From an optimization exercise on the open Yosys and OpenROAD flow, aimed at a short achievable clock period and few clock cycles; shortcuts taken in it are not production practice.
Where RTL was checked, it was by simulation tests only, not by an equivalence proof against the original.
The RTL of run 1 was laid out without a check of its function.
Power is estimated from default activity; no workload was simulated.

<file path="design.v">
module ALU (
    input [1:0] ctrl,
    input [7:0] in_1,
    input [7:0] in_2,
    output reg [7:0] out,
    output zero
);
    assign zero = (out == 0);
    always @(*) begin
        case (ctrl)
            0: out = in_1 & in_2;
            1: out = in_1 | in_2;
            2: out = in_1 + in_2;
            3: out = in_1 - in_2;
        endcase
    end
endmodule
module Mux2 (
    input select,
    input [7:0] in_1,
    input [7:0] in_2,
    output reg [7:0] out
);
    always @(*) begin
        case (select)
            0: out = in_1;
            1: out = in_2;
        endcase
    end
endmodule
module Mux4 (
    input [1:0] select,
    input [7:0] in_1,
    input [7:0] in_2,
    input [7:0] in_3,
    input [7:0] in_4,
    output reg [7:0] out
);
    always @(*) begin
        case (select)
            2'b00: out = in_1;
            2'b01: out = in_2;
            2'b10: out = in_3;
            2'b11: out = in_4;
        endcase
    end
endmodule
module Decoder (
    input [31:0] inst,
    output reg reg_write_enable,
    output reg [4:0] reg_read_addr_1,
    output reg [4:0] reg_read_addr_2,
    output reg [4:0] reg_write_addr,
    output reg data_write_enable,
    output reg [4:0] data_read_addr,
    output reg [4:0] data_write_addr,
    output reg [1:0] alu_ctrl,
    output reg reg_write_select,
    output reg branch,
    output reg [4:0] branch_offset
);
    always @(inst) begin
        casex ({inst[31:25], inst[14:12], inst[6:0]})
            17'bXXXXXXX_011_0000011: begin  
                reg_write_enable = 1'b1;
                reg_read_addr_1 = 5'b00000;
                reg_read_addr_2 = 5'b00000;
                reg_write_addr = inst[11:7];
                data_write_enable = 1'b0;
                data_read_addr = inst[19:15] + inst[24:20];
                data_write_addr = 5'b00000;
                alu_ctrl = 2'b00;
                reg_write_select = 1'b0;
                branch = 1'b0;
                branch_offset = 5'b00000;
            end
            17'bXXXXXXX_011_0100011: begin  
                reg_write_enable = 1'b0;
                reg_read_addr_1 = inst[24:20];
                reg_read_addr_2 = 5'b00000;  
                reg_write_addr = 5'b00000;
                data_write_enable = 1'b1;
                data_read_addr = 5'b00000;
                data_write_addr = inst[19:15] + inst[11:7];
                alu_ctrl = 2'b00;
                reg_write_select = 1'b0;
                branch = 1'b0;
                branch_offset = 5'b00000;
            end
            17'b0000000_111_0110011: begin  
                reg_write_enable = 1'b1;
                reg_read_addr_1 = inst[19:15];
                reg_read_addr_2 = inst[24:20];
                reg_write_addr = inst[11:7];
                data_write_enable = 1'b0;
                data_read_addr = 5'b00000;
                data_write_addr = 5'b00000;
                alu_ctrl = 2'b00;
                reg_write_select = 1'b1;
                branch = 1'b0;
                branch_offset = 5'b00000;
            end
            17'b0000000_110_0110011: begin  
                reg_write_enable = 1'b1;
                reg_read_addr_1 = inst[19:15];
                reg_read_addr_2 = inst[24:20];
                reg_write_addr = inst[11:7];
                data_write_enable = 1'b0;
                data_read_addr = 5'b00000;
                data_write_addr = 5'b00000;
                alu_ctrl = 2'b01;
                reg_write_select = 1'b1;
                branch = 1'b0;
                branch_offset = 5'b00000;
            end
            17'b0000000_000_0110011: begin  
                reg_write_enable = 1'b1;
                reg_read_addr_1 = inst[19:15];
                reg_read_addr_2 = inst[24:20];
                reg_write_addr = inst[11:7];
                data_write_enable = 1'b0;
                data_read_addr = 5'b00000;
                data_write_addr = 5'b00000;
                alu_ctrl = 2'b10;
                reg_write_select = 1'b1;
                branch = 1'b0;
                branch_offset = 5'b00000;
            end
            17'b0100000_000_0110011: begin  
                reg_write_enable = 1'b1;
                reg_read_addr_1 = inst[19:15];
                reg_read_addr_2 = inst[24:20];
                reg_write_addr = inst[11:7];
                data_write_enable = 1'b0;
                data_read_addr = 5'b00000;
                data_write_addr = 5'b00000;
                alu_ctrl = 2'b11;
                reg_write_select = 1'b1;
                branch = 1'b0;
                branch_offset = 5'b00000;
            end
            17'bXXXXXXX_000_1100011: begin  
                reg_write_enable = 1'b0;
                reg_read_addr_1 = inst[19:15];
                reg_read_addr_2 = inst[24:20];
                reg_write_addr = 5'b00000;
                data_write_enable = 1'b0;
                data_read_addr = 5'b00000;
                data_write_addr = 5'b00000;
                alu_ctrl = 2'b11;
                reg_write_select = 1'b0;
                branch = 1'b1;
                branch_offset = {inst[25], inst[11:8]} >> 1;
            end
            default: begin
                reg_write_enable = 1'b0;
                reg_read_addr_1 = 5'b00000;
                reg_read_addr_2 = 5'b00000;
                reg_write_addr = 5'b00000;
                data_write_enable = 1'b0;
                data_read_addr = 5'b00000;
                data_write_addr = 5'b00000;
                alu_ctrl = 2'b00;
                reg_write_select = 1'b0;
                branch = 1'b0;
                branch_offset = 5'b00000;
            end
        endcase
    end
endmodule
module DataHazardCtrl (
    input clk,
    input ex_mem_reg_write_enable,
    input [4:0] ex_mem_reg_write_addr,
    input mem_wb_reg_write_enable,
    input [4:0] mem_wb_reg_write_addr,
    input wb_reg_write_enable,
    input [4:0] wb_reg_write_addr,
    input [4:0] id_ex_reg_read_addr_1,
    input [4:0] id_ex_reg_read_addr_2,
    input id_ex_reg_write_enable,
    input id_ex_reg_write_select,
    input [4:0] id_ex_reg_write_addr,
    input [31:0] if_id_inst,
    output reg [1:0] forward_1,
    output reg [1:0] forward_2,
    output reg stall
);
    always @(*) begin
        if (ex_mem_reg_write_enable
            && (ex_mem_reg_write_addr != 0)
            && (ex_mem_reg_write_addr == id_ex_reg_read_addr_1)) begin
            forward_1 = 2'b01;
        end else if (mem_wb_reg_write_enable
            && (mem_wb_reg_write_addr != 0)
            && (mem_wb_reg_write_addr == id_ex_reg_read_addr_1)) begin
            forward_1 = 2'b10;
        end else if (wb_reg_write_enable
            && (wb_reg_write_addr != 0)
            && (wb_reg_write_addr == id_ex_reg_read_addr_1)) begin
            forward_1 = 2'b11;
        end else begin
            forward_1 = 2'b00;
        end
        if (ex_mem_reg_write_enable
            && (ex_mem_reg_write_addr != 0)
            && (ex_mem_reg_write_addr == id_ex_reg_read_addr_2)) begin
            forward_2 = 2'b01;
        end else if (mem_wb_reg_write_enable
            && (mem_wb_reg_write_addr != 0)
            && (mem_wb_reg_write_addr == id_ex_reg_read_addr_2)) begin
            forward_2 = 2'b10;
        end else if (wb_reg_write_enable
            && (wb_reg_write_addr != 0)
            && (wb_reg_write_addr == id_ex_reg_read_addr_2)) begin
            forward_2 = 2'b11;
        end else begin
            forward_2 = 2'b00;
        end
        if ((id_ex_reg_write_enable && !id_ex_reg_write_select)
            && ((id_ex_reg_write_addr == if_id_inst[19:15])
            || (id_ex_reg_write_addr == if_id_inst[24:20]))) begin
            stall = 1;
        end else begin
            stall = 0;
        end
    end
endmodule
module Register (
    input clk,
    input rst,
    input write_enable,
    input [4:0] read_addr_1,
    input [4:0] read_addr_2,
    input [4:0] write_addr,
    input [7:0] write_data,
    output [7:0] read_data_1,
    output [7:0] read_data_2
);
    reg [7:0] mem [0:31];
    integer i;
    assign read_data_1 = mem[read_addr_1];
    assign read_data_2 = mem[read_addr_2];
    always @(posedge clk) begin
        if (rst) begin
            for (i = 0; i < 32; i = i + 1) begin
                mem[i] <= 0;
            end
        end else if (write_enable && (write_addr != 0)) begin
            mem[write_addr] <= write_data;
        end
    end
endmodule
module PipelinedProcessor (
    input clk,
    input rst,
    output [4:0] imem_addr,
    input [31:0] imem_data,
    output [4:0] dmem_raddr,
    input [7:0] dmem_rdata,
    output dmem_we,
    output [4:0] dmem_waddr,
    output [7:0] dmem_wdata
);
    reg [4:0] pc;
    assign imem_addr = pc;
    reg        d_valid;
    reg [4:0]  d_pc;
    reg [31:0] d_inst;
    reg        e_valid;
    reg        e_wr;         
    reg [4:0]  e_rd;
    reg        e_ld;
    reg        e_sd;
    reg        e_beq;
    reg        e_pred;       
    reg [1:0]  e_op;         
    reg [7:0]  e_a, e_b;
    reg        e_fwd_a, e_fwd_b;
    reg        e_ld_fwd;     
    reg [4:0]  e_ld_addr;
    reg [4:0]  e_st_addr;
    reg [4:0]  e_target;
    reg        w_wr;
    reg [4:0]  w_rd;
    reg [7:0]  r;            
    reg        w_st;
    reg [4:0]  w_st_addr;
    reg [7:0]  w_st_data;
    reg [7:0] rf [1:31];
    wire [6:0] op  = d_inst[6:0];
    wire [2:0] f3  = d_inst[14:12];
    wire [6:0] f7  = d_inst[31:25];
    wire [4:0] rd  = d_inst[11:7];
    wire [4:0] rs1 = d_inst[19:15];
    wire [4:0] rs2 = d_inst[24:20];
    wire is_ld  = (f3 == 3'b011) && (op == 7'b0000011);
    wire is_sd  = (f3 == 3'b011) && (op == 7'b0100011);
    wire is_beq = (f3 == 3'b000) && (op == 7'b1100011);
    wire is_rr  = (op == 7'b0110011) &&
                  (((f7 == 7'b0000000) && ((f3 == 3'b111) || (f3 == 3'b110) || (f3 == 3'b000))) ||
                   ((f7 == 7'b0100000) && (f3 == 3'b000)));
    wire [1:0] alu_op = (f3 == 3'b111) ? 2'd0 :
                        (f3 == 3'b110) ? 2'd1 :
                        f7[5] ? 2'd3 : 2'd2;
    wire d_wr = (is_ld || is_rr) && (rd != 5'd0);
    wire [4:0] ld_addr = rs1 + rs2;
    wire [4:0] st_addr = rs1 + rd;
    wire [4:0] target = d_pc + {d_inst[25], d_inst[11:9], 1'b0};
    wire uncond = is_beq && (rs1 == rs2);
    wire d_redirect = d_valid && uncond;
    wire [7:0] rf_a = (rs1 == 5'd0) ? 8'd0 : rf[rs1];
    wire [7:0] rf_b = (rs2 == 5'd0) ? 8'd0 : rf[rs2];
    wire [7:0] rd_a = (w_wr && (w_rd == rs1)) ? r : rf_a;
    wire [7:0] rd_b = (w_wr && (w_rd == rs2)) ? r : rf_b;
    wire fwd_a = e_valid && e_wr && (e_rd == rs1);
    wire fwd_b = e_valid && e_wr && (e_rd == rs2);
    wire ld_fwd = e_valid && e_sd && (e_st_addr == ld_addr);
    wire [7:0] a = e_fwd_a ? r : e_a;
    wire [7:0] b = e_fwd_b ? r : e_b;
    reg [7:0] alu;
    always @(*) begin
        case (e_op)
            2'd0: alu = a & b;
            2'd1: alu = a | b;
            2'd2: alu = a + b;
            default: alu = a - b;
        endcase
    end
    wire [7:0] ld_data = e_ld_fwd ? w_st_data : dmem_rdata;
    wire eq = (a == b);
    wire e_redirect = e_valid && e_beq && !e_pred && eq;
    assign dmem_raddr = e_ld_addr;
    assign dmem_we = w_st;
    assign dmem_waddr = w_st_addr;
    assign dmem_wdata = w_st_data;
    integer i;
    always @(posedge clk) begin
        if (rst) begin
            pc <= 5'd0;
            d_valid <= 1'b0;
            e_valid <= 1'b0;
            w_wr <= 1'b0;
            w_st <= 1'b0;
            for (i = 1; i < 32; i = i + 1) rf[i] <= 8'd0;
        end else begin
            if (e_redirect) begin
                pc <= e_target;
                d_valid <= 1'b0;
                e_valid <= 1'b0;
            end else if (d_redirect) begin
                pc <= target;
                d_valid <= 1'b0;
                e_valid <= 1'b1;
            end else begin
                pc <= pc + 5'd1;
                d_valid <= 1'b1;
                e_valid <= d_valid;
            end
            w_wr <= e_valid && e_wr;
            w_st <= e_valid && e_sd;
            if (e_valid && e_wr) begin
                w_rd <= e_rd;
                r <= e_ld ? ld_data : alu;
            end
            if (e_valid && e_sd) begin
                w_st_addr <= e_st_addr;
                w_st_data <= b;
            end
            if (w_wr) rf[w_rd] <= r;
        end
        d_pc <= pc;
        d_inst <= imem_data;
        e_wr <= d_wr;
        e_rd <= rd;
        e_ld <= is_ld;
        e_sd <= is_sd;
        e_beq <= is_beq;
        e_pred <= uncond;
        e_op <= alu_op;
        e_a <= rd_a;
        e_b <= rd_b;
        e_fwd_a <= fwd_a;
        e_fwd_b <= fwd_b;
        e_ld_fwd <= ld_fwd;
        e_ld_addr <= ld_addr;
        e_st_addr <= st_addr;
        e_target <= target;
    end
endmodule
</file>
<file path="run.sh">
#!/bin/bash
# synth_recipe.tcl (not shown) runs the flow's synth.tcl, then flattens the netlist and writes it again
# the make line also repeats each setting of config.mk as NAME=value (left out here)
make -C /OpenROAD-flow-scripts/flow DESIGN_CONFIG=/design/flow/config.mk WORK_HOME=/design/flow/orfs CLKGATE_MAP_FILE= SYNTH_SCRIPT=/design/flow/synth_recipe.tcl finish
</file>
<file path="config.mk">
export PLATFORM = sky130hd
export DESIGN_NAME = PipelinedProcessor
export DESIGN_NICKNAME = PipelinedProcessor
export VERILOG_FILES = /design/flow/design.v
export SDC_FILE = /design/flow/constraint.sdc
export NUM_CORES = 4
export LEC_CHECK = 0
export ABC_CLOCK_PERIOD_IN_PS = 1500
export CAP_MARGIN = 20
export CORE_MARGIN = 2
export CORE_UTILIZATION = 40
export SETUP_SLACK_MARGIN = 3.7
export SLEW_MARGIN = 20
export TNS_END_PERCENT = 100
</file>
<file path="constraint.sdc">
create_clock -name core_clock -period 5.5 [get_ports {clk}]
set_input_delay 1.1000 -clock core_clock [delete_from_list [all_inputs] [get_ports {clk}]]
set_output_delay 1.1000 -clock core_clock [all_outputs]
set_load 0.01 [all_outputs]
</file>
==> impl_metrics.py, run 1 <==
metrics = {
    "setup_path": {
        "crit_buf_inv": 2,
        "cp.arrival_ns": 3.11,
        "critPathLaunchType": "flip-flop",
        "worst_setup_path_end_kind": "flip-flop",
        "worstRegToRegCells": 10,
        "cp_top_family": "compound AO/OA/AOI/OAI gates",
        "regToRegEndpoint": "r[6]",
        "crit_start": "r[1]",
        "critPathKind": "flip-flop to flip-flop",
        "cp.required_ns": 5.92,
        "critical_path.max_fanout": 4,
        "cp_cell_sequence": "buf_6 -> mux2i_4 -> inv_2 -> fa_2 -> o21ba_4 -> o21ai_2 -> a21oi_1 -> a21oi_2 -> mux2_4 -> a221oi_2",
        "r2r_start": "r[1]",
        "slowest_stage": "edfxtp_1",
        "crit_cells": 10,
        "cp_slowest_stage_delay_ns": 0.51,
        "cp-endpoint": "r[6]",
        "rrSetupSlack_ns": 2.81,
    },
    "place": {
        "place.port_buffers": 65,
        "placedCellCount": 2015,
        "dp_hpwl_mm": 35.7,
        "dp_slack_ns": 2.10,
        "placed_cell_area_sq_mm": 0.0207,
        "gp_congestion": 0.856,
    },
    "detailed_routing": {
        "vias": 13176,
        "drt-initial-drc-count": 1276,
        "avgRoutedWirePerCell_um": 26.5,
        "viasPerCell": 5.77,
        "wl_mm": 60.4,
        "drcViolationCount": 0,
        "firstDrtPassIters": 7,
        "ant_nets": 0,
    },
    "power": {
        "p_clk_frac": 0.387,
        "combPwrFrac": 0.149,
        "netSwitchingPower_w": 0.00177,
        "swShare": 0.254,
        "seqPwrFrac": 0.464,
        "leakage_nw": 9.61,
        "cellPowerDensity_mw_per_mm2": 273,
        "ir_drop_mv": 0.199,
        "power.internal_w": 0.00520,
    },
    "sta": {
        "min_period_ns": 2.69,
        "timing.fmax_ghz": 0.372,
        "fin_crit_sh": 0.489,
        "rsz0062_at_grt": "true",
        "worstMarginPinSlew_ns": 0.917,
        "final.setup_skew_ns": 0.0285,
        "fin_setup_tns_ns": 0,
        "maxSlewHeadroom": 0.389,
        "final-setup-viol-count": 0,
        "hold_violations": 0,
        "layout_setup_ws_ns": 2.81,
        "drv_slew": 0,
    },
    "layout": {
        "stdcell_count": 2282,
        "num-fill-cells": 3765,
        "utilization": 0.536,
        "nets": 1718,
        "drive_above_1_share": 0.433,
        "synthToLayoutAreaGrowth_pct": 32.8,
        "multiInputGateArea_sq_mm": 0.00974,
        "seq_area_sq_mm": 0.0104,
        "layout_commonest_cell": "edfxtp_1",
        "diodes": 0,
        "postLayoutCellArea_sq_mm": 0.0255,
        "final_cell_mix": "edfxtp_1, and2_1, mux4_2",
    },
    "synth": {
        "syn-num-nets": 1493,
        "ys_seq_elements": 374,
        "synth-edff-count": 282,
        "syn_avg_cell_area_sq_um": 13.6,
        "ys_seq_area_frac": 0.537,
        "postSynth.asyncResetShare": 0,
        "ys_types": 64,
        "syn_inst": 1411,
        "yosysWarnings": 1,
        "mappedNetlistArea_sq_mm": 0.0192,
        "synth_top_flop_cell": "edfxtp_1",
    },
    "global_routing": {
        "grt_max_degree": 37,
        "grt_pass1_vias": 13087,
        "globalRouteOverflowTotal": 0,
        "grt_pass1_wl_mm": 87.3,
        "grt_antenna_before_repair": 0,
        "grt_util_all_layers": 0.239,
    },
    "clock_network": {
        "cts_root_buf": "clkbuf_16",
        "cts_made_buffers": 40,
        "clock_latency_ns": 0.58,
        "clockBufferDepth": 3,
        "clk_pin_slew_ns": 0.07,
        "htreeDepth": 2,
        "cts.sinks": 374,
        "cts_tree": "done",
    },
    "die": {
        "initial_core_util": 0.403,
        "die_area_sq_mm": 0.0497,
        "fp-row-count": 80,
        "die_x_um": 223,
        "core-area_sq_mm": 0.0475,
        "die_h_um": 223,
        "ios": 66,
    },
    "worst_hold_path": {
        "holdCritPathClass": "flip-flop to flip-flop",
    },
    "job": {
        "cap_violations": 0,
    },
    "outcome": {
        "status": "timing/DRC/antenna clean",
    },
}
synthesized netlist by cell type, drive strengths merged, types with 3 or more instances:
cell    number  area (sq um)
or4          3          26.3
clkbuf      52           195
mux4       124          2820
inv         31           116
buf         46           342
xor2        20           175
and2       251          1570
o22ai       10          62.6
nor2        82           308
a221oi       8          70.1
or3          5          31.3
a211oi       9          72.6
fa           5           100
dfxtp       92          1840
xnor2       24           210
nor3         8          56.3
a222oi       6          60.1
or2         31           194
nand2b       6          37.5
ha          35           438
a21oi       51           255
a21o        12          90.1
and3         4          25.0
mux2        18           206
nand2       44           165
edfxtp     282          8470
nor4         8          50.1
o21ai       20           100
nand3b       4          30.0
o211ai       9          67.6
nor2b       14          87.6
mux2i       66           661
nand4        3          18.8
nand3        8          52.6
power groups by stage:
stage / Clock [W] / Sequential (W) / Combinational [W]
floorplan: 0 / 0.00325 / 0.000539
global placement: 0 / 0.00331 / 0.000703
detailed placement: 0 / 0.00331 / 0.000709
CTS: 0.00272 / 0.00323 / 0.000955
global route: 0.00284 / 0.00324 / 0.00109
finish: 0.00269 / 0.00323 / 0.00104
per-stage QoR:
stage / hold slack [ns] / total power [W]
2_1_floorplan: 0.332 / 0.00379
4_1_cts: 0.364 / 0.00690
3_5_place_dp: 0.357 / 0.00402
3_3_place_gp: 0.351 / 0.00401
5_1_grt: 0.374 / 0.00717
6_report: 0.367 / 0.00696
state kept, by name (all words and copies together) (netlist names), 2 cells and up:
register,cells
w_st_data,8
r,8
w_st_addr,5
e_st_addr,5
e_target,5
d_pc,5
rf,256
e_a,8
pc,5
e_ld_addr,5
w_rd,5
e_b,8
d_inst,32
e_op,2
e_rd,5
per-layer routing:
layer	track usage	up-vias	part of all wire
met5	0	-	0
met4	0.0946	0	0.039
met3	0.0370	134	0.075
met2	0.392	573	0.48
met1	0.321	6764	0.40
li1	-	5705	-
logic make-up after synthesis:
group                      synth area share
AOI/OAI and AO/OA                    0.0460
xor gates and xnor gates             0.0201
adders and majority gates            0.0280
buffers and inverters                0.0342
DFF                                   0.537
muxes                                 0.192
and+or+nand+nor                       0.142
worst min path at each step:
stage,to,start,slack [ns],cells after the start
floorplan,e_target[0],d_pc[0],0.33,0
global placement,e_target[0],d_pc[0],0.35,0
detailed placement,e_target[0],d_pc[0],0.36,0
CTS,e_target[0],d_pc[0],0.36,0
global route,e_target[0],d_pc[0],0.37,0
finish,e_target[0],d_pc[0],0.37,0
final cells by class:
| type | count | share of cell area |
|---|---|---|
| Multi-Input combinational cell | 911 | 0.382 |
| Clock buffer | 49 | 0.0427 |
| Sequential cell | 374 | 0.407 |
| Clock inverter | 24 | 0.00835 |
| Inverter | 32 | 0.00491 |
| Timing Repair Buffer | 277 | 0.125 |
| Tap cell | 615 | 0.0302 |
timing repair:
item | 4_1_cts | 5_1_grt
hold buffers | 0 | 0
pin swaps | 106 | 98
gates cloned | 15 | 3
resized for setup | 370 | 126
buffers inserted | 137 | 39
setup endpoints to repair | 595 | 501
==> inputs of run 2 (changes only) <==
--- a/design.v
+++ b/design.v
@@ -266,15 +266,9 @@
     assign imem_addr = pc;
-    reg        d_valid;
-    reg [4:0]  d_pc;
-    reg [31:0] d_inst;
-    reg        e_valid;
     reg        e_wr;         
     reg [4:0]  e_rd;
-    reg        e_ld;
-    reg        e_sd;
-    reg        e_beq;
-    reg        e_pred;       
-    reg [1:0]  e_op;         
+    reg        e_st;         
+    reg        e_br;         
+    reg        e_and, e_or, e_sub, e_arith, e_ld;    
     reg [7:0]  e_a, e_b;
-    reg        e_fwd_a, e_fwd_b;
+    reg        e_fa, e_fb;   
     reg        e_ld_fwd;     
@@ -290,8 +284,9 @@
     reg [7:0] rf [1:31];
-    wire [6:0] op  = d_inst[6:0];
-    wire [2:0] f3  = d_inst[14:12];
-    wire [6:0] f7  = d_inst[31:25];
-    wire [4:0] rd  = d_inst[11:7];
-    wire [4:0] rs1 = d_inst[19:15];
-    wire [4:0] rs2 = d_inst[24:20];
+    wire [31:0] inst = imem_data;
+    wire [6:0] op  = inst[6:0];
+    wire [2:0] f3  = inst[14:12];
+    wire [6:0] f7  = inst[31:25];
+    wire [4:0] rd  = inst[11:7];
+    wire [4:0] rs1 = inst[19:15];
+    wire [4:0] rs2 = inst[24:20];
     wire is_ld  = (f3 == 3'b011) && (op == 7'b0000011);
@@ -299,14 +294,12 @@
     wire is_beq = (f3 == 3'b000) && (op == 7'b1100011);
-    wire is_rr  = (op == 7'b0110011) &&
-                  (((f7 == 7'b0000000) && ((f3 == 3'b111) || (f3 == 3'b110) || (f3 == 3'b000))) ||
-                   ((f7 == 7'b0100000) && (f3 == 3'b000)));
-    wire [1:0] alu_op = (f3 == 3'b111) ? 2'd0 :
-                        (f3 == 3'b110) ? 2'd1 :
-                        f7[5] ? 2'd3 : 2'd2;
-    wire d_wr = (is_ld || is_rr) && (rd != 5'd0);
+    wire rr     = (op == 7'b0110011) && (f7[6] == 1'b0) && (f7[4:0] == 5'b00000);
+    wire is_and = rr && (f7[5] == 1'b0) && (f3 == 3'b111);
+    wire is_or  = rr && (f7[5] == 1'b0) && (f3 == 3'b110);
+    wire is_add = rr && (f7[5] == 1'b0) && (f3 == 3'b000);
+    wire is_sub = rr && (f7[5] == 1'b1) && (f3 == 3'b000);
+    wire f_wr = (is_ld || is_and || is_or || is_add || is_sub) && (rd != 5'd0);
     wire [4:0] ld_addr = rs1 + rs2;
     wire [4:0] st_addr = rs1 + rd;
-    wire [4:0] target = d_pc + {d_inst[25], d_inst[11:9], 1'b0};
+    wire [4:0] target = pc + {inst[25], inst[11:9], 1'b0};
     wire uncond = is_beq && (rs1 == rs2);
-    wire d_redirect = d_valid && uncond;
     wire [7:0] rf_a = (rs1 == 5'd0) ? 8'd0 : rf[rs1];
@@ -315,19 +308,58 @@
     wire [7:0] rd_b = (w_wr && (w_rd == rs2)) ? r : rf_b;
-    wire fwd_a = e_valid && e_wr && (e_rd == rs1);
-    wire fwd_b = e_valid && e_wr && (e_rd == rs2);
-    wire ld_fwd = e_valid && e_sd && (e_st_addr == ld_addr);
-    wire [7:0] a = e_fwd_a ? r : e_a;
-    wire [7:0] b = e_fwd_b ? r : e_b;
-    reg [7:0] alu;
-    always @(*) begin
-        case (e_op)
-            2'd0: alu = a & b;
-            2'd1: alu = a | b;
-            2'd2: alu = a + b;
-            default: alu = a - b;
-        endcase
-    end
+    wire fa = e_wr && (e_rd == rs1);
+    wire fb = e_wr && (e_rd == rs2);
+    wire ld_fwd = e_st && (e_st_addr == ld_addr);
+    wire [7:0] a = e_fa ? r : e_a;
+    wire [7:0] b = e_fb ? r : e_b;
+    wire [7:0] bx = b ^ {8{e_sub}};
+    wire [7:0] g0 = a & bx;
+    wire [7:0] p0 = a ^ bx;
+    wire [7:0] g1, p1, g2, p2, g3;
+    assign g1[0] = g0[0] | (p0[0] & e_sub);
+    assign p1[0] = 1'b0;
+    genvar k;
+    generate
+        for (k = 1; k < 8; k = k + 1) begin : pf1
+            assign g1[k] = g0[k] | (p0[k] & g0[k-1]);
+            assign p1[k] = p0[k] & p0[k-1];
+        end
+    endgenerate
+    wire [7:0] g1c;
+    assign g1c[0] = g1[0];
+    assign g1c[1] = g1[1] | (p1[1] & e_sub);
+    generate
+        for (k = 2; k < 8; k = k + 1) begin : pf1c
+            assign g1c[k] = g1[k];
+        end
+    endgenerate
+    wire [7:0] p1c = {p1[7:2], 2'b00};
+    generate
+        for (k = 0; k < 8; k = k + 1) begin : pf2
+            if (k < 2) begin : lo
+                assign g2[k] = g1c[k];
+                assign p2[k] = 1'b0;
+            end else begin : hi
+                assign g2[k] = g1c[k] | (p1c[k] & g1c[k-2]);
+                assign p2[k] = p1c[k] & p1c[k-2];
+            end
+        end
+        for (k = 0; k < 8; k = k + 1) begin : pf3
+            if (k < 4) begin : lo
+                assign g3[k] = g2[k];
+            end else begin : hi
+                assign g3[k] = g2[k] | (p2[k] & g2[k-4]);
+            end
+        end
+    endgenerate
+    wire [7:0] cin = {g3[6:0], e_sub};
+    wire [7:0] sum = p0 ^ cin;
     wire [7:0] ld_data = e_ld_fwd ? w_st_data : dmem_rdata;
-    wire eq = (a == b);
-    wire e_redirect = e_valid && e_beq && !e_pred && eq;
+    wire [7:0] res = ({8{e_and}} & (a & b)) | ({8{e_or}} & (a | b)) |
+                     ({8{e_arith}} & sum) | ({8{e_ld}} & ld_data);
+    reg        e_s0, e_s1, e_s2, e_s3;   
+    wire eq_ab = (e_a == e_b);
+    wire eq_rb = (r == e_b);
+    wire eq_ar = (e_a == r);
+    wire eq = (e_s0 & eq_ab) | (e_s1 & eq_rb) | (e_s2 & eq_ar) | e_s3;
+    wire e_redirect = e_br && eq;
     assign dmem_raddr = e_ld_addr;
@@ -340,4 +372,5 @@
             pc <= 5'd0;
-            d_valid <= 1'b0;
-            e_valid <= 1'b0;
+            e_wr <= 1'b0;
+            e_st <= 1'b0;
+            e_br <= 1'b0;
             w_wr <= 1'b0;
@@ -348,38 +381,26 @@
                 pc <= e_target;
-                d_valid <= 1'b0;
-                e_valid <= 1'b0;
-            end else if (d_redirect) begin
-                pc <= target;
-                d_valid <= 1'b0;
-                e_valid <= 1'b1;
             end else begin
-                pc <= pc + 5'd1;
-                d_valid <= 1'b1;
-                e_valid <= d_valid;
-            end
-            w_wr <= e_valid && e_wr;
-            w_st <= e_valid && e_sd;
-            if (e_valid && e_wr) begin
-                w_rd <= e_rd;
-                r <= e_ld ? ld_data : alu;
-            end
-            if (e_valid && e_sd) begin
-                w_st_addr <= e_st_addr;
-                w_st_data <= b;
+                pc <= uncond ? target : pc + 5'd1;
             end
+            e_wr <= !e_redirect && f_wr;
+            e_st <= !e_redirect && is_sd;
+            e_br <= !e_redirect && is_beq && !uncond;
+            w_wr <= e_wr;
+            w_st <= e_st;
             if (w_wr) rf[w_rd] <= r;
         end
-        d_pc <= pc;
-        d_inst <= imem_data;
-        e_wr <= d_wr;
         e_rd <= rd;
+        e_and <= is_and;
+        e_or <= is_or;
+        e_sub <= is_sub;
+        e_arith <= is_add || is_sub;
         e_ld <= is_ld;
-        e_sd <= is_sd;
-        e_beq <= is_beq;
-        e_pred <= uncond;
-        e_op <= alu_op;
         e_a <= rd_a;
         e_b <= rd_b;
-        e_fwd_a <= fwd_a;
-        e_fwd_b <= fwd_b;
+        e_fa <= fa;
+        e_fb <= fb;
+        e_s0 <= !fa && !fb;
+        e_s1 <= fa && !fb;
+        e_s2 <= !fa && fb;
+        e_s3 <= fa && fb;
         e_ld_fwd <= ld_fwd;
@@ -388,2 +409,8 @@
         e_target <= target;
+        w_rd <= e_rd;
+        r <= res;
+        if (e_st) begin
+            w_st_addr <= e_st_addr;
+            w_st_data <= b;
+        end
     end
==> run 2 against run 1 <==
  * Register-to-register slack better by 0.26 ns
  * Via count down 7.4%
  * Clock skew down 0.0083 ns
  * Combinational power down 14%
  * Critical endpoint is now pc[0]
==> impl_metrics.py, run 2 <==
metrics = {
    "setup_path": {
        "crit_start": "imem_data[23]",
        "critPathKind": "input port to flip-flop",
        "r2r_start": "r[1]",
        "rrSetupSlack_ns": 3.07,
        "cp.arrival_ns": 2.93,
        "critPathLaunchType": "input port",
        "cp-endpoint": "pc[0]",
        "critical_path.max_fanout": 3,
        "worstRegToRegCells": 10,
        "worst_setup_path_end_kind": "flip-flop",
        "regToRegEndpoint": "r[5]",
        "cp.required_ns": 5.92,
    },
    "sta": {
        "fin_setup_tns_ns": 0,
        "whs_ns": 0.401,
        "layout_setup_ws_ns": 2.99,
        "hold_violations": 0,
        "final-setup-viol-count": 0,
        "min_period_ns": 2.51,
        "rsz0062_at_grt": "true",
        "drv_slew": 0,
        "final.setup_skew_ns": 0.0202,
        "worstMarginPinSlew_ns": 0.653,
        "maxSlewHeadroom": 0.564,
        "fin_crit_sh": 0.457,
        "timing.fmax_ghz": 0.398,
    },
    "clock_network": {
        "ctsHoldBuffers": 0,
        "clock_latency_ns": 0.56,
        "cts_tree": "done",
        "cts_made_buffers": 39,
        "htreeDepth": 2,
        "cts_root_buf": "clkbuf_16",
        "cts.sinks": 340,
        "clockBufferDepth": 3,
        "clk_pin_slew_ns": 0.06,
    },
    "synth": {
        "postSynth.asyncResetShare": 0,
        "yosysTopAreaCell": "edfxtp_1",
        "syn_avg_cell_area_sq_um": 14.0,
        "synth_common_cells": "edfxtp_1, and2_1, mux4_2",
        "synth.top_cell.area_share": 0.446,
        "yosysWarnings": 1,
        "ys_types": 55,
        "syn_inst": 1297,
        "synth-edff-count": 269,
        "synth.most_common_cell": "edfxtp_1",
        "synth_area_leaders": "edfxtp_1, mux4_2, and2_1",
        "ys_seq_elements": 340,
        "ys_seq_area_frac": 0.524,
        "synth_top_flop_cell": "edfxtp_1",
        "syn-num-nets": 1362,
        "mappedNetlistArea_sq_mm": 0.0181,
    },
    "die": {
        "die_h_um": 217,
        "die_x_um": 217,
        "ios": 66,
        "initial_core_util": 0.408,
        "die_area_sq_mm": 0.0470,
        "fp-row-count": 77,
        "core-area_sq_mm": 0.0444,
    },
    "layout": {
        "layout_commonest_cell": "edfxtp_1",
        "drive_above_1_share": 0.485,
        "largest-register": "rf",
        "final_cell_mix": "edfxtp_1, and2_1, mux4_2",
        "nets": 1554,
        "synthToLayoutAreaGrowth_pct": 32.9,
        "stdcell_count": 2110,
        "largest_reg_flops": 256,
    },
    "power": {
        "seqPwrFrac": 0.452,
        "ir_drop_mv": 0.191,
        "netSwitchingPower_w": 0.00159,
        "p_clk_frac": 0.410,
        "combPwrFrac": 0.138,
        "cellPowerDensity_mw_per_mm2": 269,
        "power.internal_w": 0.00489,
        "leakage_nw": 9.14,
        "swShare": 0.245,
    },
    "place": {
        "place.port_buffers": 65,
        "dp_slack_ns": 1.58,
        "gp_congestion": 0.889,
        "placedCellCount": 1876,
        "dp_hpwl_mm": 33.9,
    },
    "global_routing": {
        "globalRouteOverflowTotal": 0,
        "grt_pass1_vias": 12545,
        "busiest_layer": "met2",
        "grt_max_degree": 39,
        "grt_pass1_wl_mm": 86.4,
        "grtUsageMet2": 0.402,
        "grt_antenna_before_repair": 1,
        "grt_util_all_layers": 0.253,
        "grtUsageMet3": 0.0492,
        "gr-usage-met1": 0.341,
    },
    "detailed_routing": {
        "ant_nets": 0,
        "viasPerCell": 5.78,
        "firstDrtPassIters": 7,
        "vias": 12197,
        "wl_mm": 58.4,
        "drcViolationCount": 0,
        "drt-initial-drc-count": 1304,
        "avgRoutedWirePerCell_um": 27.7,
    },
    "outcome": {
        "status": "timing/DRC/antenna clean",
    },
    "job": {
        "cap_violations": 0,
    },
    "worst_hold_path": {
        "holdCritPathClass": "flip-flop to flip-flop",
        "holdPathStages": 0,
    },
}
==> run 2: cell types whose count changed after synthesis, sizes merged, moves of 13 or more <==
cell / delta
mux4: +21
o31ai: +15
edfxtp: -13
dfxtp: -21
nor2: -16
mux2: +37
buf: -15
mux2i: -61
ha: -15
nand2: -15
inv: -15
a21oi: -41
xor2: +34
==> run 2: cells by family (layout without fill, tap and decap cells) <==
| group | Yosys count | after routing | synth area share |
|---|---|---|---|
| XOR/XNOR | 78 | 78 | 0.0377 |
| multiplexers | 205 | 205 | 0.217 |
| other | 0 | 1 | 0 |
| adder cells (fa/ha/maj) | 23 | 23 | 0.0171 |
| AO/OA/AOI/OAI | 84 | 84 | 0.0316 |
| AND/OR/NAND/NOR | 456 | 457 | 0.145 |
| flip-flops | 340 | 340 | 0.524 |
| buffers and inverters | 111 | 330 | 0.0273 |
==> run 2: power groups by stage <==
| stage | Combinational, W | Sequential [W] | Clock (W) |
|---|---|---|---|
| finish | 0.000895 | 0.00293 | 0.00265 |
| global route | 0.000942 | 0.00293 | 0.00279 |
| CTS | 0.000849 | 0.00292 | 0.00268 |
| detailed placement | 0.000670 | 0.00298 | 0 |
| global placement | 0.000664 | 0.00298 | 0 |
| floorplan | 0.000499 | 0.00295 | 0 |
==> run 2: per-stage QoR <==
stage	power (W)	cell area [sq um]	utilization
6_report	0.00648	24100	0.542
5_1_grt	0.00666	24100	0.542
4_1_cts	0.00645	23500	0.529
3_5_place_dp	0.00365	19700	0.443
3_3_place_gp	0.00364	19700	0.443
2_1_floorplan	0.00345	18800	-
==> run 2: layer usage <==
layer / up-vias / share of wire
met5: - / 0
met1: 6221 / 0.41
met2: 558 / 0.46
li1: 5274 / -
met4: 0 / 0.045
met3: 144 / 0.082
==> run 2: how the worst min path moves through the flow <==
stage / startpoint / endpoint / slack (ns)
after detailed placement: e_rd[0] / w_rd[0] / 0.39
final: e_rd[4] / w_rd[4] / 0.40
after floorplan: e_rd[1] / w_rd[1] / 0.37
after global routing: e_rd[4] / w_rd[4] / 0.41
after CTS: e_rd[4] / w_rd[4] / 0.39
after global placement: e_rd[0] / w_rd[0] / 0.39
==> run 2: worst max-delay path, cell delays in order <==
cell     delay, ns
buf_6         0.10
buf_12        0.12
ha_4          0.23
or4_4         0.52
nor2_4        0.11
nand4_1       0.21
buf_4         0.23
xor2_1        0.14
mux2i_1       0.13
nor2_1        0.05
==> run 2: cell type report <==
class	count	area (sq um)
Antenna cell	1	2.50
Clock buffer	49	1060
Clock inverter	20	236
Fill cell	3532	20300
Inverter	16	65.1
Multi-Input combinational cell	847	9290
Sequential cell	340	9550
Tap cell	592	741
Timing Repair Buffer	245	3130
==> run 2: timing repair <==
item | CTS | global route
setup buffers | 119 | 21
gates cloned | 22 | 2
setup endpoints to repair | 584 | 528
pin swaps | 113 | 52
gates resized for setup | 407 | 124
Testbench counts of run 2, summed over its fixed seeds: cycles 21,947.
==> inputs of run 3 (changes only) <==
--- a/design.v
+++ b/design.v
@@ -264,4 +264,12 @@
 );
-    reg [4:0] pc;
-    assign imem_addr = pc;
+    reg [4:0] pc;                 
+    reg [4:0] pc_o;               
+    reg [31:0] bt_taken;          
+    reg [4:0] bt_target [0:31];   
+    assign imem_addr = pc_o;
+    wire f_pred = bt_taken[pc];
+    wire [4:0] f_tgt = bt_target[pc];
+    wire [4:0] t_next = f_pred ? f_tgt : pc + 5'd1;
+    wire [4:0] t_next_o = f_pred ? f_tgt : pc_o + 5'd1;
+    reg        e_kill;
     reg        e_wr;         
@@ -269,10 +277,20 @@
     reg        e_st;         
+    reg        e_late;       
+    reg        e_ldf;        
     reg        e_br;         
-    reg        e_and, e_or, e_sub, e_arith, e_ld;    
+    reg        e_m_eq;       
+    reg        e_m_ne;       
+    reg        e_and, e_or, e_ld;            
+    reg        e_s0, e_s1, e_s2, e_s3;       
+    reg        e_c0, e_c1, e_c2, e_c3;       
     reg [7:0]  e_a, e_b;
+    reg [7:0]  e_bx;         
     reg        e_fa, e_fb;   
-    reg        e_ld_fwd;     
+    reg        e_q0, e_q1, e_q2, e_q3;       
     reg [4:0]  e_ld_addr;
+    reg [4:0]  e_ldx;        
     reg [4:0]  e_st_addr;
+    reg [4:0]  e_pc;
     reg [4:0]  e_target;
+    reg [4:0]  e_fix;        
     reg        w_wr;
@@ -280,5 +298,9 @@
     reg [7:0]  r;            
-    reg        w_st;
-    reg [4:0]  w_st_addr;
-    reg [7:0]  w_st_data;
+    reg        o_we;
+    reg [4:0]  o_waddr;
+    reg [7:0]  o_wdata;
+    reg        w_br;         
+    reg        w_taken;
+    reg [4:0]  w_pc;
+    reg [4:0]  w_target;
     reg [7:0] rf [1:31];
@@ -299,7 +321,12 @@
     wire is_sub = rr && (f7[5] == 1'b1) && (f3 == 3'b000);
-    wire f_wr = (is_ld || is_and || is_or || is_add || is_sub) && (rd != 5'd0);
+    wire is_ar  = is_add || is_sub;
+    wire f_wr = (is_ld || is_and || is_or || is_ar) && (rd != 5'd0);
     wire [4:0] ld_addr = rs1 + rs2;
     wire [4:0] st_addr = rs1 + rd;
-    wire [4:0] target = pc + {inst[25], inst[11:9], 1'b0};
-    wire uncond = is_beq && (rs1 == rs2);
+    wire [4:0] target = {pc[4:1] + {inst[25], inst[11:9]}, pc[0]};
+    wire [4:0] pc1 = pc + 5'd1;
+    wire same = (rs1 == rs2);
+    wire uncond = is_beq && same;
+    wire [4:0] f_next = uncond ? target : t_next;
+    wire [4:0] f_next_o = uncond ? target : t_next_o;
     wire [7:0] rf_a = (rs1 == 5'd0) ? 8'd0 : rf[rs1];
@@ -308,53 +335,52 @@
     wire [7:0] rd_b = (w_wr && (w_rd == rs2)) ? r : rf_b;
-    wire fa = e_wr && (e_rd == rs1);
-    wire fb = e_wr && (e_rd == rs2);
-    wire ld_fwd = e_st && (e_st_addr == ld_addr);
-    wire [7:0] a = e_fa ? r : e_a;
-    wire [7:0] b = e_fb ? r : e_b;
-    wire [7:0] bx = b ^ {8{e_sub}};
-    wire [7:0] g0 = a & bx;
-    wire [7:0] p0 = a ^ bx;
-    wire [7:0] g1, p1, g2, p2, g3;
-    assign g1[0] = g0[0] | (p0[0] & e_sub);
-    assign p1[0] = 1'b0;
-    genvar k;
-    generate
-        for (k = 1; k < 8; k = k + 1) begin : pf1
-            assign g1[k] = g0[k] | (p0[k] & g0[k-1]);
-            assign p1[k] = p0[k] & p0[k-1];
-        end
-    endgenerate
-    wire [7:0] g1c;
-    assign g1c[0] = g1[0];
-    assign g1c[1] = g1[1] | (p1[1] & e_sub);
-    generate
-        for (k = 2; k < 8; k = k + 1) begin : pf1c
-            assign g1c[k] = g1[k];
-        end
-    endgenerate
-    wire [7:0] p1c = {p1[7:2], 2'b00};
-    generate
-        for (k = 0; k < 8; k = k + 1) begin : pf2
-            if (k < 2) begin : lo
-                assign g2[k] = g1c[k];
-                assign p2[k] = 1'b0;
-            end else begin : hi
-                assign g2[k] = g1c[k] | (p1c[k] & g1c[k-2]);
-                assign p2[k] = p1c[k] & p1c[k-2];
+    wire e_wr_v = e_wr && !e_kill;
+    wire fa = e_wr_v && (e_rd == rs1);
+    wire fb = e_wr_v && (e_rd == rs2);
+    wire prev_late = e_st && e_late && !e_kill;
+    wire f_late = fb || prev_late;
+    function [7:0] add8;
+        input [7:0] x;
+        input [7:0] y;
+        input c;
+        reg [7:0] g, p, g1, p1, g2, p2, g3;
+        integer k;
+        begin
+            g = x & y;
+            p = x ^ y;
+            g1[0] = g[0] | (p[0] & c);
+            p1[0] = 1'b0;
+            for (k = 1; k < 8; k = k + 1) begin
+                g1[k] = g[k] | (p[k] & g[k-1]);
+                p1[k] = p[k] & p[k-1];
             end
-        end
-        for (k = 0; k < 8; k = k + 1) begin : pf3
-            if (k < 4) begin : lo
-                assign g3[k] = g2[k];
-            end else begin : hi
-                assign g3[k] = g2[k] | (p2[k] & g2[k-4]);
+            g1[1] = g1[1] | (p1[1] & c);
+            p1[1] = 1'b0;
+            for (k = 0; k < 8; k = k + 1) begin
+                if (k < 2) begin
+                    g2[k] = g1[k];
+                    p2[k] = 1'b0;
+                end else begin
+                    g2[k] = g1[k] | (p1[k] & g1[k-2]);
+                    p2[k] = p1[k] & p1[k-2];
+                end
             end
+            for (k = 0; k < 8; k = k + 1) begin
+                if (k < 4) g3[k] = g2[k];
+                else g3[k] = g2[k] | (p2[k] & g2[k-4]);
+            end
+            add8 = p ^ {g3[6:0], c};
         end
-    endgenerate
-    wire [7:0] cin = {g3[6:0], e_sub};
-    wire [7:0] sum = p0 ^ cin;
-    wire [7:0] ld_data = e_ld_fwd ? w_st_data : dmem_rdata;
+    endfunction
+    wire [7:0] sum0 = add8(e_a, e_bx, e_c0);
+    wire [7:0] sum1 = add8(r, e_bx, e_c1);
+    wire [7:0] sum2 = add8(e_a, r ^ {8{e_c2}}, e_c2);
+    wire [7:0] sum3 = add8(r, r ^ {8{e_c3}}, e_c3);
+    wire [7:0] a = e_fa ? r : e_a;
+    wire [7:0] b = e_fb ? r : e_b;
+    wire ld_fwd = e_ldf && (e_ldx == 5'd0);
+    wire [7:0] ld_data = ld_fwd ? o_wdata : dmem_rdata;
     wire [7:0] res = ({8{e_and}} & (a & b)) | ({8{e_or}} & (a | b)) |
-                     ({8{e_arith}} & sum) | ({8{e_ld}} & ld_data);
-    reg        e_s0, e_s1, e_s2, e_s3;   
+                     ({8{e_s0}} & sum0) | ({8{e_s1}} & sum1) |
+                     ({8{e_s2}} & sum2) | ({8{e_s3}} & sum3) |
+                     ({8{e_ld}} & ld_data);
     wire eq_ab = (e_a == e_b);
@@ -362,8 +388,8 @@
     wire eq_ar = (e_a == r);
-    wire eq = (e_s0 & eq_ab) | (e_s1 & eq_rb) | (e_s2 & eq_ar) | e_s3;
-    wire e_redirect = e_br && eq;
+    wire eq = (e_q0 & eq_ab) | (e_q1 & eq_rb) | (e_q2 & eq_ar) | e_q3;
+    wire e_miss = !e_kill && ((e_m_eq & eq) | (e_m_ne & ~eq));
     assign dmem_raddr = e_ld_addr;
-    assign dmem_we = w_st;
-    assign dmem_waddr = w_st_addr;
-    assign dmem_wdata = w_st_data;
+    assign dmem_we = o_we;
+    assign dmem_waddr = o_waddr;
+    assign dmem_wdata = o_wdata;
     integer i;
@@ -372,21 +398,27 @@
             pc <= 5'd0;
-            e_wr <= 1'b0;
-            e_st <= 1'b0;
-            e_br <= 1'b0;
+            pc_o <= 5'd0;
+            e_kill <= 1'b1;
             w_wr <= 1'b0;
-            w_st <= 1'b0;
+            o_we <= 1'b0;
+            w_br <= 1'b0;
+            bt_taken <= 32'd0;
             for (i = 1; i < 32; i = i + 1) rf[i] <= 8'd0;
         end else begin
-            if (e_redirect) begin
-                pc <= e_target;
-            end else begin
-                pc <= uncond ? target : pc + 5'd1;
-            end
-            e_wr <= !e_redirect && f_wr;
-            e_st <= !e_redirect && is_sd;
-            e_br <= !e_redirect && is_beq && !uncond;
-            w_wr <= e_wr;
-            w_st <= e_st;
+            pc <= e_miss ? e_fix : f_next;
+            pc_o <= e_miss ? e_fix : f_next_o;
+            e_kill <= e_miss;
+            w_wr <= e_wr_v;
+            o_we <= prev_late || (is_sd && !f_late && !e_miss);
+            w_br <= e_br && !e_kill;
             if (w_wr) rf[w_rd] <= r;
+            if (w_br) bt_taken[w_pc] <= w_taken;
         end
+        if (w_br) bt_target[w_pc] <= w_target;
+        e_wr <= f_wr;
+        e_st <= is_sd;
+        e_late <= f_late;
+        e_ldf <= prev_late;
+        e_br <= is_beq && !same;
+        e_m_eq <= is_beq && !same && !f_pred;
+        e_m_ne <= is_beq && !same && f_pred;
         e_rd <= rd;
@@ -394,23 +426,33 @@
         e_or <= is_or;
-        e_sub <= is_sub;
-        e_arith <= is_add || is_sub;
         e_ld <= is_ld;
+        e_s0 <= is_ar && !fa && !fb;
+        e_s1 <= is_ar && fa && !fb;
+        e_s2 <= is_ar && !fa && fb;
+        e_s3 <= is_ar && fa && fb;
+        e_c0 <= is_sub && !fa && !fb;
+        e_c1 <= is_sub && fa && !fb;
+        e_c2 <= is_sub && !fa && fb;
+        e_c3 <= is_sub && fa && fb;
         e_a <= rd_a;
         e_b <= rd_b;
+        e_bx <= rd_b ^ {8{is_sub}};
         e_fa <= fa;
         e_fb <= fb;
-        e_s0 <= !fa && !fb;
-        e_s1 <= fa && !fb;
-        e_s2 <= !fa && fb;
-        e_s3 <= fa && fb;
-        e_ld_fwd <= ld_fwd;
+        e_q0 <= !fa && !fb;
+        e_q1 <= fa && !fb;
+        e_q2 <= !fa && fb;
+        e_q3 <= fa && fb;
         e_ld_addr <= ld_addr;
+        e_ldx <= ld_addr ^ e_st_addr;
         e_st_addr <= st_addr;
+        e_pc <= pc;
         e_target <= target;
+        e_fix <= f_pred ? pc1 : target;
         w_rd <= e_rd;
         r <= res;
-        if (e_st) begin
-            w_st_addr <= e_st_addr;
-            w_st_data <= b;
-        end
+        o_waddr <= prev_late ? e_st_addr : st_addr;
+        o_wdata <= prev_late ? b : rd_b;
+        w_taken <= eq;
+        w_pc <= e_pc;
+        w_target <= e_target;
     end
==> flow/run.sh (new file) <==
#!/bin/bash
# Own layout flow: the standard ORFS flow (standard.sh), unchanged except
# that ABC maps the logic with a delay-driven script (flow/abc_speed.script,
# classic "map -D" with buffering and sizing). Registers are mapped exactly
# as in the standard synthesis (the ABC step only touches combinational logic).
set -euo pipefail
W=$PWD
rm -rf "$W/scripts_mod"
mkdir -p "$W/scripts_mod"
cp -r "$FLOW_HOME/scripts/." "$W/scripts_mod/"
cp "$W/flow/abc_speed.script" "$W/scripts_mod/abc_speed.script"
sed "s|CLKGATE_MAP_FILE= |CLKGATE_MAP_FILE= SCRIPTS_DIR=$W/scripts_mod |" "$W/standard.sh" > "$W/standard_mod.sh"
grep -q "SCRIPTS_DIR=$W/scripts_mod" "$W/standard_mod.sh"
bash "$W/standard_mod.sh" finish > "$W/flow_make.log" 2>&1
test -s "$W/out/final.def"
==> flow/abc_speed.script (new file) <==
strash
dch
map -D 1500
buffer
upsize -D 1500
dnsize -D 1500
stime -p
==> standard.sh (new file) <==
#!/bin/bash
# synth_recipe.tcl (not shown) runs the flow's synth.tcl, then flattens the netlist and writes it again
# the make line also repeats each setting of config.mk as NAME=value (left out here)
make -C /OpenROAD-flow-scripts/flow DESIGN_CONFIG=/design/flow/config.mk WORK_HOME=/design/flow/orfs CLKGATE_MAP_FILE= SYNTH_SCRIPT=/design/flow/synth_recipe.tcl "${@:-finish}"
--- a/config.mk
+++ b/config.mk
@@ -10,3 +10,3 @@
 export CORE_MARGIN = 2
-export CORE_UTILIZATION = 40
+export CORE_UTILIZATION = 30
 export SETUP_SLACK_MARGIN = 3.7
removed: run.sh
==> run 3 against run 2 <==
  * Still clean
  * Final cell count up 120%
  * Critical path depth grew 2
  * Maximum frequency up 3.9%
  * Die area up 100%
  * Largest power group unchanged
  * Highest routed layer is now met5
==> impl_metrics.py, run 3 <==
metrics = {
    "power": {
        "netSwitchingPower_w": 0.00435,
        "swShare": 0.332,
        "seqPwrFrac": 0.406,
        "ir_drop_mv": 0.245,
        "p_clk_frac": 0.321,
        "power.internal_w": 0.00875,
        "combPwrFrac": 0.273,
        "leakage_nw": 14.3,
        "cellPowerDensity_mw_per_mm2": 326,
    },
    "detailed_routing": {
        "drcViolationCount": 0,
        "wl_mm": 118,
        "drt-initial-drc-count": 4401,
        "avgRoutedWirePerCell_um": 25.4,
        "firstDrtPassIters": 12,
        "vias": 27014,
        "viasPerCell": 5.82,
        "ant_nets": 0,
    },
    "setup_path": {
        "rrSetupSlack_ns": 3.16,
        "worst_setup_path_end_kind": "flip-flop",
        "critPathLaunchType": "input port",
        "cp.required_ns": 6.04,
        "regToRegEndpoint": "pc_o[4]",
        "worstRegToRegCells": 11,
        "r2r_start": "e_a[4]",
        "cp.arrival_ns": 2.96,
        "critPathKind": "input port to flip-flop",
        "critical_path.max_fanout": 8,
    },
    "synth": {
        "synth_area_leaders": "edfxtp_1, dfxtp_1, nor2_1",
        "yosys.area_share.adder": 0.0237,
        "syn_inst": 3052,
        "synthSimpleGateAreaFrac": 0.176,
        "ys_seq_area_frac": 0.564,
        "ys_types": 49,
        "mappedNetlistArea_sq_mm": 0.0280,
        "postSynth.asyncResetShare": 0,
        "syn-num-nets": 3144,
        "synthMuxAreaShare": 0,
        "synth_xor_area_frac": 0.0197,
        "synth_top_family_by_area": "simple AND/OR/NAND/NOR gates",
        "ys_seq_elements": 580,
        "yosysTopAreaCell": "edfxtp_1",
        "synth_compound_area_frac": 0.169,
        "yosysWarnings": 1,
        "synth.top_cell.area_share": 0.447,
        "synth.most_common_cell": "nor2_1",
        "synth-edff-count": 416,
        "syn_avg_cell_area_sq_um": 9.17,
        "synth_common_cells": "nor2_1, edfxtp_1, o21ai_0",
        "synth_top_flop_cell": "edfxtp_1",
    },
    "clock_network": {
        "clockBufferDepth": 3,
        "cts_made_buffers": 59,
        "clk_pin_slew_ns": 0.06,
        "cts_tree": "done",
        "htreeDepth": 2,
        "cts.sinks": 580,
        "cts_root_buf": "clkbuf_16",
        "clock_latency_ns": 0.70,
    },
    "sta": {
        "fin_crit_sh": 0.440,
        "min_period_ns": 2.42,
        "timing.fmax_ghz": 0.414,
        "worstMarginPinSlew_ns": 0.958,
        "final-setup-viol-count": 0,
        "rsz0062_at_grt": "true",
        "hold_violations": 0,
        "fin_setup_tns_ns": 0,
        "maxSlewHeadroom": 0.360,
        "drv_slew": 0,
        "final.setup_skew_ns": 0.0421,
        "whs_ns": 0.324,
    },
    "die": {
        "die_x_um": 309,
        "die_h_um": 309,
        "die_area_sq_mm": 0.0957,
        "initial_core_util": 0.301,
        "fp-row-count": 112,
        "ios": 66,
        "core-area_sq_mm": 0.0929,
    },
    "layout": {
        "layout_commonest_cell": "nor2_1",
        "drive_above_1_share": 0.331,
        "utilization": 0.432,
        "final_cell_mix": "nor2_1, edfxtp_1, o21ai_0",
        "largest-register": "rf",
        "num-fill-cells": 8334,
        "stdcell_count": 4642,
        "nets": 3426,
        "largest_reg_flops": 256,
        "synthToLayoutAreaGrowth_pct": 43.5,
        "top_regs": "rf x256, bt_target x160, bt_taken x32",
    },
    "worst_hold_path": {
        "holdPathStages": 0,
        "worstHoldStart": "e_target[0]",
        "holdCritPathClass": "flip-flop to flip-flop",
        "hold_path_end": "w_target[0]",
    },
    "global_routing": {
        "globalRouteOverflowTotal": 0,
        "grt_pass1_vias": 24634,
        "grt_max_degree": 64,
        "grt_util_all_layers": 0.226,
        "grt_pass1_wl_mm": 161,
        "grt_antenna_before_repair": 10,
    },
    "place": {
        "gp_congestion": 0.957,
        "placedCellCount": 4215,
        "dp_hpwl_mm": 62.2,
        "place.port_buffers": 65,
    },
    "job": {
        "cap_violations": 0,
    },
    "outcome": {
        "status": "timing/DRC/antenna clean",
    },
}
==> run 3: kinds of logic after synthesis <==
group	count (synthesis)
adder cells (fa/ha/maj)	50
buffers and inverters	347
AND/OR/NAND/NOR	1216
AO/OA/AOI/OAI	796
flip-flops	580
XOR/XNOR	63
==> run 3: worst max-delay path, cell delays in order <==
cell and delay [ns]:
buf_16 0.10, clkinvlp_4 0.14, buf_12 0.16, buf_12 0.15
o21ai_4 0.07, o22ai_4 0.13, o211ai_1 0.34, nand3_2 0.32
nand3_2 0.17, o21ai_2 0.08, nand2_1 0.07, o21ai_1 0.08
==> run 3: cell type report <==
class | instances | area, sq um | area share
clock inverters | 39 | 370 | 0.00922
repair buffers | 394 | 4940 | 0.123
well taps | 1254 | 1570 | 0.0391
multi-input cells | 2126 | 14500 | 0.362
repair inverters | 19 | 349 | 0.00869
diodes | 3 | 7.51 | 0.000187
clock buffers | 73 | 1620 | 0.0404
inverters | 154 | 848 | 0.0211
flip-flops and latches | 580 | 15900 | 0.396
==> run 3: per-stage QoR <==
| stage | cell area, sq um | setup WS [ns] | total power, W |
|---|---|---|---|
| final | 40200 | 3.08 | 0.0131 |
| after global routing | 40200 | 3.08 | 0.0135 |
| after CTS | 37400 | 3.19 | 0.0125 |
| after detailed placement | 30300 | 1.47 | 0.00757 |
| after global placement | 30300 | 1.55 | 0.00756 |
| after floorplan | 28900 | 3.03 | 0.00679 |
==> run 3: what timing repair did <==
action,CTS,global route
cloned,40,9
pin swaps,169,200
setup buffers,176,87
gates resized for setup,792,473
hold buffers,0,0
hold endpoints to repair,0,0
setup endpoints to repair,819,466
==> run 3: worst max-delay path by stage <==
stage	endpoint	cells past startpoint	start	slack (ns)
4_1_cts	dmem_we	1	o_we	3.19
5_1_grt	o_wdata[6]	12	imem_data[21]	3.08
6_report	o_wdata[6]	12	imem_data[21]	3.08
2_1_floorplan	rf[9][0]	6	rst	3.03
3_5_place_dp	o_wdata[1]	12	imem_data[22]	1.47
3_3_place_gp	o_wdata[1]	12	imem_data[22]	1.55
==> run 3: per-layer routing <==
| layer | global-route usage | vias to the layer above | routed length (um) |
|---|---|---|---|
| li1 | - | 11474 | - |
| met1 | 0.285 | 12775 | 42500 |
| met2 | 0.342 | 2087 | 50500 |
| met3 | 0.0759 | 666 | 16500 |
| met4 | 0.117 | 12 | 8400 |
| met5 | 0 | - | 78 |
==> run 3: power by group through the flow <==
stage	sequential, W	clock [W]	combinational (W)
floorplan	0.00532	0	0.00146
global placement	0.00543	0	0.00213
detailed placement	0.00543	0	0.00214
CTS	0.00530	0.00420	0.00295
global route	0.00534	0.00438	0.00376
finish	0.00532	0.00420	0.00357
Testbench counts of run 3, summed over its fixed seeds: cycles 21,025.
==> inputs of run 4 (changes only) <==
--- a/config.mk
+++ b/config.mk
@@ -10,3 +10,3 @@
 export CORE_MARGIN = 2
-export CORE_UTILIZATION = 30
+export CORE_UTILIZATION = 40
 export SETUP_SLACK_MARGIN = 3.7
==> run 4 against run 3 <==
  * Combinational power up 1%
  * Routed wire length up 4.6%
  * Final cell count down 5.2%
  * Die area down 25%
  * Non-clock buffer count up 65
  * Clock-buffer cell count up 6
  * Setup slack better by 0.088 ns
  * Critical path depth unchanged
  * Register-to-register slack about the same
  * Maximum frequency up 3.8%
==> impl_metrics.py, run 4 <==
metrics = {
    "die": {
        "ios": 66,
        "die_area_sq_mm": 0.0721,
        "fp-row-count": 96,
        "initial_core_util": 0.406,
        "die_x_um": 268,
        "core-area_sq_mm": 0.0689,
        "die_h_um": 268,
    },
    "sta": {
        "fin_crit_sh": 0.424,
        "min_period_ns": 2.33,
        "final.setup_skew_ns": 0.0465,
        "final-setup-viol-count": 0,
        "hold_violations": 0,
        "timing.fmax_ghz": 0.429,
        "fin_setup_tns_ns": 0,
        "drv_slew": 0,
        "rsz0062_at_grt": "true",
        "worstMarginPinSlew_ns": 0.823,
        "maxSlewHeadroom": 0.450,
    },
    "clock_network": {
        "clk_pin_slew_ns": 0.06,
        "cts_made_buffers": 66,
        "clockBufferDepth": 3,
        "htreeDepth": 3,
        "ctsHoldBuffers": 0,
        "cts_root_buf": "clkbuf_16",
        "cts.sinks": 580,
        "clock_latency_ns": 0.64,
        "cts_tree": "done",
    },
    "global_routing": {
        "globalRouteOverflowTotal": 0,
        "grt_antenna_before_repair": 5,
        "grt_max_degree": 77,
        "grt_pass1_vias": 25878,
        "grt_util_all_layers": 0.322,
        "grt_pass1_wl_mm": 170,
    },
    "layout": {
        "seq_area_sq_mm": 0.0159,
        "largest_reg_flops": 256,
        "final_cell_mix": "nor2_1, edfxtp_1, o21ai_0",
        "nets": 3509,
        "synthToLayoutAreaGrowth_pct": 48.8,
        "num-fill-cells": 5406,
        "stdcell_count": 4399,
        "drive_above_1_share": 0.366,
        "layout_commonest_cell": "nor2_1",
        "postLayoutCellArea_sq_mm": 0.0416,
        "top_regs": "rf x256, bt_target x160, bt_taken x32",
        "largest-register": "rf",
        "multiInputGateArea_sq_mm": 0.0152,
    },
    "power": {
        "p_clk_frac": 0.339,
        "ir_drop_mv": 0.354,
        "combPwrFrac": 0.267,
        "netSwitchingPower_w": 0.00449,
        "seqPwrFrac": 0.394,
        "power.internal_w": 0.00909,
        "cellPowerDensity_mw_per_mm2": 326,
        "swShare": 0.331,
        "leakage_nw": 14.8,
    },
    "detailed_routing": {
        "drcViolationCount": 0,
        "vias": 27566,
        "ant_nets": 0,
        "viasPerCell": 6.27,
        "drt-initial-drc-count": 4427,
        "firstDrtPassIters": 7,
        "avgRoutedWirePerCell_um": 28.1,
        "wl_mm": 123,
    },
    "place": {
        "placedCellCount": 3887,
        "placed_cell_area_sq_mm": 0.0299,
        "gp_congestion": 0.975,
        "place.port_buffers": 65,
        "dp_hpwl_mm": 64.1,
    },
    "setup_path": {
        "cp-endpoint": "pc_o[0]",
        "cp_slowest_stage_delay_ns": 0.45,
        "regToRegEndpoint": "pc_o[0]",
        "worstRegToRegCells": 12,
        "crit_top_cell": "nand3_1",
        "critPathKind": "flip-flop to flip-flop",
        "worst_setup_path_end_kind": "flip-flop",
        "cp.required_ns": 6.03,
        "critPathLaunchType": "flip-flop",
        "r2r_start": "pc[0]",
        "cp.arrival_ns": 2.86,
        "critical_path.max_fanout": 12,
        "crit_start": "pc[0]",
        "cp_cell_sequence": "buf_6 -> o21ai_0 -> o221ai_1 -> nand3_1 -> nand3_1 -> nand2_4 -> clkinvlp_4 -> buf_4 -> nand3_1 -> o21ai_0 -> nand2_1 -> a31oi_1",
        "rrSetupSlack_ns": 3.17,
        "slowest_stage": "dfxtp_4",
    },
    "synth": {
        "synth.top_cell.area_share": 0.447,
        "postSynth.asyncResetShare": 0,
        "ys_types": 49,
        "ys_seq_area_frac": 0.564,
        "yosysWarnings": 1,
        "synth_top_flop_cell": "edfxtp_1",
        "synth-edff-count": 416,
        "syn_inst": 3052,
        "synth_common_cells": "nor2_1, edfxtp_1, o21ai_0",
        "yosysTopAreaCell": "edfxtp_1",
        "mappedNetlistArea_sq_mm": 0.0280,
        "syn-num-nets": 3144,
        "synth.most_common_cell": "nor2_1",
        "ys_seq_elements": 580,
        "synth_area_leaders": "edfxtp_1, dfxtp_1, nor2_1",
        "syn_avg_cell_area_sq_um": 9.17,
    },
    "outcome": {
        "status": "timing/DRC/antenna clean",
    },
    "worst_hold_path": {
        "worstHoldStart": "e_pc[1]",
        "holdCritPathClass": "flip-flop to flip-flop",
    },
    "job": {
        "cap_violations": 0,
    },
}
[run 4: worst min-delay path by stage]
| stage | end | slack (ns) | cells after the start |
|---|---|---|---|
| detailed placement | w_target[4] | 0.31 | 0 |
| CTS | w_pc[4] | 0.32 | 0 |
| floorplan | w_target[0] | 0.31 | 0 |
| finish | w_pc[1] | 0.32 | 0 |
| global placement | w_target[0] | 0.31 | 0 |
| global route | w_target[3] | 0.33 | 0 |
[run 4: logic make-up after synthesis]
kind of cell    synth area share
simple gates               0.176
compound gates             0.169
flops                      0.564
buf+inv                   0.0480
xor+xnor                  0.0197
fa+ha+maj                 0.0237
[run 4: power by group through the flow]
stage	sequential [W]	combinational (W)	clock [W]
6_report	0.00535	0.00362	0.00460
5_1_grt	0.00537	0.00380	0.00481
3_5_place_dp	0.00544	0.00214	0
3_3_place_gp	0.00543	0.00211	0
4_1_cts	0.00533	0.00299	0.00462
2_1_floorplan	0.00532	0.00146	0
[run 4: area by class of cell]
type,instances,share of cell area
repair buffers,459,0.140
flip-flops and latches,580,0.383
clock inverters,38,0.0115
repair inverters,23,0.00899
multi-input cells,2133,0.366
diodes,2,0.000120
well taps,931,0.0280
inverters,154,0.0205
clock buffers,79,0.0423
[run 4: worst max-delay path: cells and delay by family (launching register included)]
family / cells / cell delay, ns
AOI/OAI and AO/OA: 4 / 0.73
and+or+nand+nor: 5 / 0.66
DFF: 1 / 0.45
buffers and inverters: 3 / 0.40
[run 4: what timing repair did]
action                     4_1_cts  5_1_grt
pin swaps                      238      213
setup endpoints to repair      820      504
resized for setup             1052      465
cloned                          51       18
buffers inserted               221      103
[run 4: layer usage]
layer	GRT usage	part of all wire
met5	0	0.000065
met4	0.190	0.075
met3	0.0846	0.12
met2	0.506	0.45
met1	0.399	0.36
[run 4: per-stage QoR]
stage                     hold WS [ns]  utilization  power, W  worst slack [ns]
final                            0.324        0.604    0.0136              3.17
after global routing             0.328        0.604    0.0140              3.08
after CTS                        0.324        0.558    0.0129              3.20
after detailed placement         0.312        0.434   0.00758              1.41
after global placement           0.310        0.434   0.00755              1.44
after floorplan                  0.309            -   0.00679              3.03

-- re-timing with driven ports --
In the flow no input, the clock included, has a driving cell. The finished layouts below were timed again as built, in two steps.
Step 1 sets driving cells, clkbuf_16 on the clock port and buf_2 on the other inputs (assumed; they add their load-dependent delay and slew).
Step 2 times the ports against the registers' clock, not the clock port: input delays grow and output delays shrink by t, the midpoint of the rising clock arrivals with the driver on.
Slacks: ideal / step 1 / step 2; pairs: ideal / step 1.
| run | t, ns | slack for setup (ns) | latest minus earliest clock arrival (ns) | worst register clock-pin slew, ns |
|---|---|---|---|---|
| run 1 | 0.623 | 2.812 / 2.812 / 2.812 | 0.030 / 0.029 | 0.07 / 0.07 |
| run 2 | 0.607 | 2.988 / 2.900 / 2.293 | 0.021 / 0.021 | 0.06 / 0.06 |
| run 3 | 0.746 | 3.082 / 2.928 / 2.182 | 0.048 / 0.049 | 0.07 / 0.07 |
| run 4 | 0.679 | 3.170 / 3.005 / 2.325 | 0.050 / 0.049 | 0.07 / 0.07 |
After both steps every run listed still meets setup and hold. For run 3, which loses most, drivers alone change the setup slack by -0.154 ns; drivers and shift together by -0.900 ns.
